This design comes from an exercise in tuning for a short achievable clock period and few clock cycles on the open sky130 flow, not from production work.
In this exercise RTL edits were held to simulation tests only and were not proved equivalent to the original.
No activity file was given, so power comes from the tool's default toggle rates.

north:
## RV32Core
module RV32Core(
    input wire CPU_CLK,
    input wire CPU_RST,
    output wire [31:0] IMEM_A,
    input wire [31:0] IMEM_RD,
    output wire [31:0] DMEM_A,
    output wire [31:0] DMEM_WD,
    output wire [3:0] DMEM_WE,
    input wire [31:0] DMEM_RD
    );
For scale: ~170 I/O pins, ~0.11 mm^2 of cells after synthesis.
Settings: LEC_CHECK=0, CAP_MARGIN=20, CORE_MARGIN=2, CORE_UTILIZATION=50, PLACE_DENSITY=0.65, SLEW_MARGIN=20, SYNTH_HIERARCHICAL=1; clock period 10.0 ns.
standard.sh (not shown) runs the stock make flow with config.mk's settings and CLKGATE_MAP_FILE= SYNTH_SCRIPT=/design/flow/synth_recipe.tcl, a recipe that flattens the netlist after the stock synthesis.
==> flow/flow/run.sh <==
#!/bin/bash
set -euo pipefail
MARGIN=${MARGIN:-6.8}
bash standard.sh SETUP_SLACK_MARGIN=$MARGIN finish > standard_flow.log 2>&1
Testbench counts of north, summed over its fixed seeds: cycles 228,080.
What south does differently from north at the input level:
--- a/flow/design.v
+++ b/flow/design.v
@@ -169,17 +169,18 @@
     assign imm_hi = imm[31:7];
 endmodule
 module NPC_Generator(
     input wire [31:7] pc_hi,
     input wire [31:7] imm_hi,
     input wire [6:0] lo,
     output wire [31:0] tgt
     );
-    assign tgt = {pc_hi + imm_hi + {24'd0, lo[6]}, lo[5:0], 1'b0};
+    wire [25:0] hs = {pc_hi, lo[6]} + {imm_hi, lo[6]};
+    assign tgt = {hs[25:1], lo[5:0], 1'b0};
 endmodule
 `timescale 1ns / 1ps
 module RegisterFile(
     input wire [32*31-1:0] rf_flat,
     input wire [31:0] oh1, oh2,
     output reg [31:0] rv1, rv2
     );
     integer ri;
@@ -231,16 +232,17 @@
     reg [31:7] ihi_d;          
     reg        s_add_d, s_sub_d, s_sll_d, s_srl_d, s_sra_d, s_slt_d, s_sltu_d,
                s_xor_d, s_or_d, s_and_d, s_imm_d, s_pcadd_d, s_pc4_d;
     reg        v_e;
     reg [31:0] pc_e;
     reg [4:0]  rd_e;
     reg        wr_e;           
     reg        ld_e, st_e, br_e, jalr_e, jal_e;
+    reg        auipc_e;        
     reg [2:0]  f3_e;
     reg [31:0] imm_e;
     reg [31:0] aA, oA, aC, bC, a, o2;
     reg        s_add, s_sub, s_sll, s_srl, s_sra, s_slt, s_sltu, s_xor, s_or, s_and,
                s_pre;
     reg [31:0] pre_e;          
     reg [31:0] pc4_e;
     reg        pt_e;           
@@ -356,28 +358,32 @@
     EXSegReg opOM(.sum(sum), .rest(rest_e), .res_m(res_m), .wdata(wdata), .rv(rv2), .imm(imm_d),
                   .g_sum(gb1 & !bimm_d & useM_d & s_add), .g_rest(gb1 & !bimm_d & useM_d & !s_add),
                   .g_m(gb2 & !bimm_d & useM_d), .g_w(gb3 & !bimm_d & useM_d), .g_rv(gbr & !bimm_d & useM_d),
                   .g_imm(bimm_d & useM_d), .q(o2_n));
     wire redir_d = v_d && !bh_d && rdir_d;
     wire [31:0] auipc_d, pc4_d;
     Adder32 addau(.a(pc_d), .b(imm_d), .s(auipc_d));
     assign pc4_d = pc_d + 32'd4;
-    wire pt_d = bh_d || redir_d;    
+    wire redirj_d = v_d && jalr_d && ga1 && auipc_e;
+    wire [31:0] tgtj_s;
+    Adder32 addj(.a(pre_e), .b(imm_d), .s(tgtj_s));
+    wire [31:0] tgtj_d = {tgtj_s[31:1], 1'b0};
+    wire pt_d = bh_d || redir_d || redirj_d;    
     wire [31:0] b  = bC;
     wire [31:0] pc4 = pc4_e;
     ALU alu(.aA(aA), .oA(oA), .a(a), .o2(o2), .pre(pre_e),
             .s_add(s_add), .s_sub(s_sub), .s_sll(s_sll), .s_srl(s_srl), .s_sra(s_sra),
             .s_slt(s_slt), .s_sltu(s_sltu), .s_xor(s_xor), .s_or(s_or), .s_and(s_and),
             .s_pre(s_pre), .sum(sum), .rest(rest_e));
     Adder32 addpc(.a(pc_e), .b(imm_e), .s(pcadd));    
     wire taken;
     BranchDecisionMaking bdm(.f3(f3_e), .a(aC), .b(bC), .taken(taken));
     wire act = br_e ? taken : jal_e;          
-    wire misp = v_e && (jalr_e || act != pt_e);
+    wire misp = v_e && (jalr_e ? !pt_e : act != pt_e);
     reg [3:0] we_e;
     reg [31:0] wd_e;
     always @(*) begin
         case (f3_e[1:0])
             2'd0: begin we_e = 4'b0001 << sum[1:0]; wd_e = {4{b[7:0]}}; end
             2'd1: begin we_e = sum[1] ? 4'b1100 : 4'b0011; wd_e = {2{b[15:0]}}; end
             default: begin we_e = 4'b1111; wd_e = b; end
         endcase
@@ -385,24 +391,24 @@
     end
     DataExt dext(.rd(DMEM_RD), .f3(f3_w), .a(a_w), .ld(ld_w), .res(res_w), .wdata(wdata));
     integer wi;
     always @(posedge clk) begin
         for (wi = 1; wi < 32; wi = wi + 1)
             if (rst) rf[wi] <= 32'd0;
             else if (wen_w[wi]) rf[wi] <= wdata;
     end
-    wire take_d0 = redir_d && !stall;
+    wire take_d0 = (redir_d || redirj_d) && !stall;
     wire take_d = take_d0 && !misp;
-    wire [31:0] npc_ns = redir_d ? tgt_d : btb_hit ? {btb_t, 2'b00} : pc_f4;
+    wire [31:0] npc_ns = redirj_d ? tgtj_d : redir_d ? tgt_d : btb_hit ? {btb_t, 2'b00} : pc_f4;
     wire [31:0] jalr_t = {sum[31:1], 1'b0};
-    wire e_jalr = v_e && jalr_e;
+    wire e_jalr = v_e && jalr_e && !pt_e;
     wire e_nb = v_e && !br_e;                  
     wire e_jn = e_nb && jal_e && !pt_e;        
-    wire e_xp = e_nb && !jal_e && pt_e;        
+    wire e_xp = e_nb && !jal_e && !jalr_e && pt_e;        
     wire sel_t = e_jalr | (v_e && br_e && !pt_e) | e_jn | e_xp;
     wire sel_n = e_jalr | (v_e && br_e && pt_e) | e_jn | e_xp;
     wire [31:0] npc_t = e_jalr ? jalr_t : e_xp ? pc4 : pcadd;
     wire [31:0] npc_n = e_jalr ? jalr_t : e_jn ? pcadd : pc4;
     wire [31:0] npc;
     IFSegReg npc_sel(.taken(taken), .sel_t(sel_t), .sel_n(sel_n), .npc_t(npc_t), .npc_n(npc_n),
                      .stall(stall), .pc_hold(pcq), .npc_ns(npc_ns), .npc(npc));
     reg btbu_v;
@@ -508,16 +514,17 @@
         end
         pc_e <= pc_d;
         rd_e <= rd_d;
         wr_e <= wr_d;
         ld_e <= ld_d;
         st_e <= st_d;
         br_e <= br_d;
         jalr_e <= jalr_d;
+        auipc_e <= s_pcadd_d;
         jal_e <= jal_d;
         f3_e <= f3_d;
         imm_e <= imm_d;
         aA <= aA_n;
         oA <= oA_n;
         aC <= aC_n;
         bC <= bC_n;
         a  <= a_n;
Findings:
Worst setup margin in south vs north: up 0.0067 ns. Diff south and north: post-route met1 wirelength higher in south. In the flow results for south and north, the transition time at the pin with the least slew margin is smaller on north. south: detailed-route wire length 8.5 mm above north. Delta (south minus north): post-synthesis to final-layout area growth went up by 1.5 points, total power +about 1.5%. Cmp south vs north: portion of the layout cell area used by clock cells lower in south. pc_f[31]$_SDFF_PP0_ as the termination of the worst setup path was reported by south, and pc_f[29]$_SDFF_PP0_ by north. When the final numbers for south and north were put side by side, the switching share of power turned out to be smaller in north. Of south and north, the run reporting the higher first-pass GRT wire length was south. Re average routed wire per standard cell: south and north aren't equal, and the lower value belongs to south. [south vs north] proportion of cell area occupied by multi-input gates: higher in south.
Testbench counts of south, summed over its fixed seeds: cycles 227,030.


v12:
Another version of the RTL of RV32Core (not shown whole).
Size in the first run: about 11000 cells after synthesis, roughly 110000 µm² of cells after synthesis.
export LEC_CHECK = 0
export CAP_MARGIN = 20
export CORE_MARGIN = 2
export CORE_UTILIZATION = 50
export PLACE_DENSITY = 0.65
export SLEW_MARGIN = 20
export SYNTH_HIERARCHICAL = 1
create_clock -name core_clock -period 10.0 [get_ports {CPU_CLK}]
==> flow/flow/run.sh <==
#!/bin/bash
set -euo pipefail
MARGIN=${MARGIN:-7.0}
bash standard.sh SETUP_SLACK_MARGIN=$MARGIN finish > standard_flow.log 2>&1
Testbench counts of v12, summed over its fixed seeds: cycles 229,130.
Input-level comparison between v22 and v12:
--- a/flow/design.v
+++ b/flow/design.v
@@ -229,14 +229,12 @@
     reg        ld_d, st_d, br_d, jalr_d, jal_d;
     reg        use1_d, use2_d, wr_d, bimm_d, useA_d, useC_d, useS_d, useM_d;
     reg        rdir_d;         
     reg [31:0] imm_d;
     reg [11:0] lo_d;           
     reg [31:12] ihi_d;         
-    reg [31:12] pchi_d;        
-    reg        held_d;         
     reg        s_add_d, s_sub_d, s_sll_d, s_srl_d, s_sra_d, s_slt_d, s_sltu_d,
                s_xor_d, s_or_d, s_and_d, s_imm_d, s_pcadd_d, s_pc4_d;
     reg        v_e;
     reg [31:0] pc_e;
     reg [4:0]  rd_e;
     reg        wr_e;           
@@ -286,13 +284,13 @@
     end
     wire [31:0] pc_f4 = pcq + 32'd4;
     wire [11:0] lo_i;
     wire [31:12] ihi_i;
     wire [31:0] tgt_d;
     TargetLo tgt_lo(.pc(pc_i), .ir(IMEM_RD), .lo(lo_i), .imm_hi(ihi_i));
-    NPC_Generator npc_gen(.pc_hi(pchi_d), .imm_hi(ihi_d), .lo(lo_d), .tgt(tgt_d));
+    NPC_Generator npc_gen(.pc_hi(pc_d[31:12]), .imm_hi(ihi_d), .lo(lo_d), .tgt(tgt_d));
     wire        src_v   = skid_v | v_i;
     wire [31:0] ir      = skid_v ? skid : IMEM_RD;
     wire [31:0] src_pc  = skid_v ? skid_pc : pc_i;
     wire        src_bh  = skid_v ? skid_bh : bh_i;
     wire [11:0] src_lo  = skid_v ? skid_lo : lo_i;
     wire [31:12] src_ihi = skid_v ? skid_ihi : ihi_i;
@@ -359,13 +357,13 @@
                   .g_sum(ga1 & useM_d & s_add), .g_rest(ga1 & useM_d & !s_add), .g_m(ga2 & useM_d),
                   .g_w(ga3 & useM_d), .g_rv(gar & useM_d), .g_imm(1'b0), .q(a_n));
     EXSegReg opOM(.sum(sum), .rest(rest_e), .res_m(res_m), .wdata(wdata), .rv(rv2), .imm(imm_d),
                   .g_sum(gb1 & !bimm_d & useM_d & s_add), .g_rest(gb1 & !bimm_d & useM_d & !s_add),
                   .g_m(gb2 & !bimm_d & useM_d), .g_w(gb3 & !bimm_d & useM_d), .g_rv(gbr & !bimm_d & useM_d),
                   .g_imm(bimm_d & useM_d), .q(o2_n));
-    wire redir_d = v_d && !bh_d && rdir_d && !held_d;
+    wire redir_d = v_d && !bh_d && rdir_d;
     wire [31:0] auipc_d, pc4_d;
     Adder32 addau(.a(pc_d), .b(imm_d), .s(auipc_d));
     assign pc4_d = pc_d + 32'd4;
     wire pt_d = bh_d || redir_d;    
     wire [31:0] b  = bC;
     wire [31:0] pc4 = pc4_e;
@@ -473,19 +471,17 @@
             skid <= IMEM_RD;
             skid_pc <= pc_i;
             skid_bh <= bh_i;
             skid_lo <= lo_i;
             skid_ihi <= ihi_i;
         end
-        lo_d <= src_lo;
-        ihi_d <= src_ihi;
-        pchi_d <= src_pc[31:12];
-        held_d <= stall;
         if (!stall) begin
             pc_d <= src_pc;
             bh_d <= src_bh;
+            lo_d <= src_lo;
+            ihi_d <= src_ihi;
             oh1 <= src_oh1;
             oh2 <= src_oh2;
             rs1_d <= rs1;
             rs2_d <= rs2;
             rd_d <= rd;
             f3_d <= f3;
Results
- Looking at power, v22 sits about 1.4% above v12.
- Number of buffer and inverter stages on the critical path: v22 vs v12 down 1
- Switching power as a share of total power essentially unchanged between v12 and v22.
- Summary of v22 over v12: clock period minus final worst setup slack lost 0.021 ns; leakage power figure lost 1.9%; worst slack on hold paths increased by 0.0038 ns relative to the old numbers.
- v12 | status: complete | timing, DRC, antenna: pass
- v22 did not stop at any stage, and its layout met the timing, design-rule and antenna checks.
- Compared with v12, the detailed router inserted fewer vias in v22.
- v22 ended with more setup slack than v12.
Testbench counts of v22, summed over its fixed seeds: cycles 229,130.

-- afterwards: timing with drivers on the ports --
In the flow no input, the clock included, has a driving cell. The finished layouts below were timed again as built, in two steps.
Step 1: set_driving_cell puts a clkbuf_16 on CPU_CLK and a buf_2 on each other input, an assumption about the parent block.
Step 2 times the ports against the registers' clock, not the clock port: input delays grow and output delays shrink by t, the midpoint of the rising clock arrivals with the driver on.
Three values: ideal, step 1, step 2; two values: the first two.
run	t (ns)	setup slack, ns	clock arrival spread, ns	worst register clock-pin slew, ns	worst data-port slew with drivers (ns)
north	0.965	6.312 / 6.312 / 5.805	0.102 / 0.102	0.07 / 0.07	0.07
south	1.000	6.318 / 6.318 / 5.803	0.041 / 0.041	0.07 / 0.07	0.06
v12	0.966	6.487 / 6.387 / 5.708	0.098 / 0.098	0.07 / 0.07	0.11
v22	0.961	6.509 / 6.416 / 5.681	0.083 / 0.083	0.08 / 0.08	0.06
After both steps setup and hold are still met in every run listed. The setup slack of v22, which loses most, moves by -0.093 ns with the drivers and by -0.828 ns with both steps.
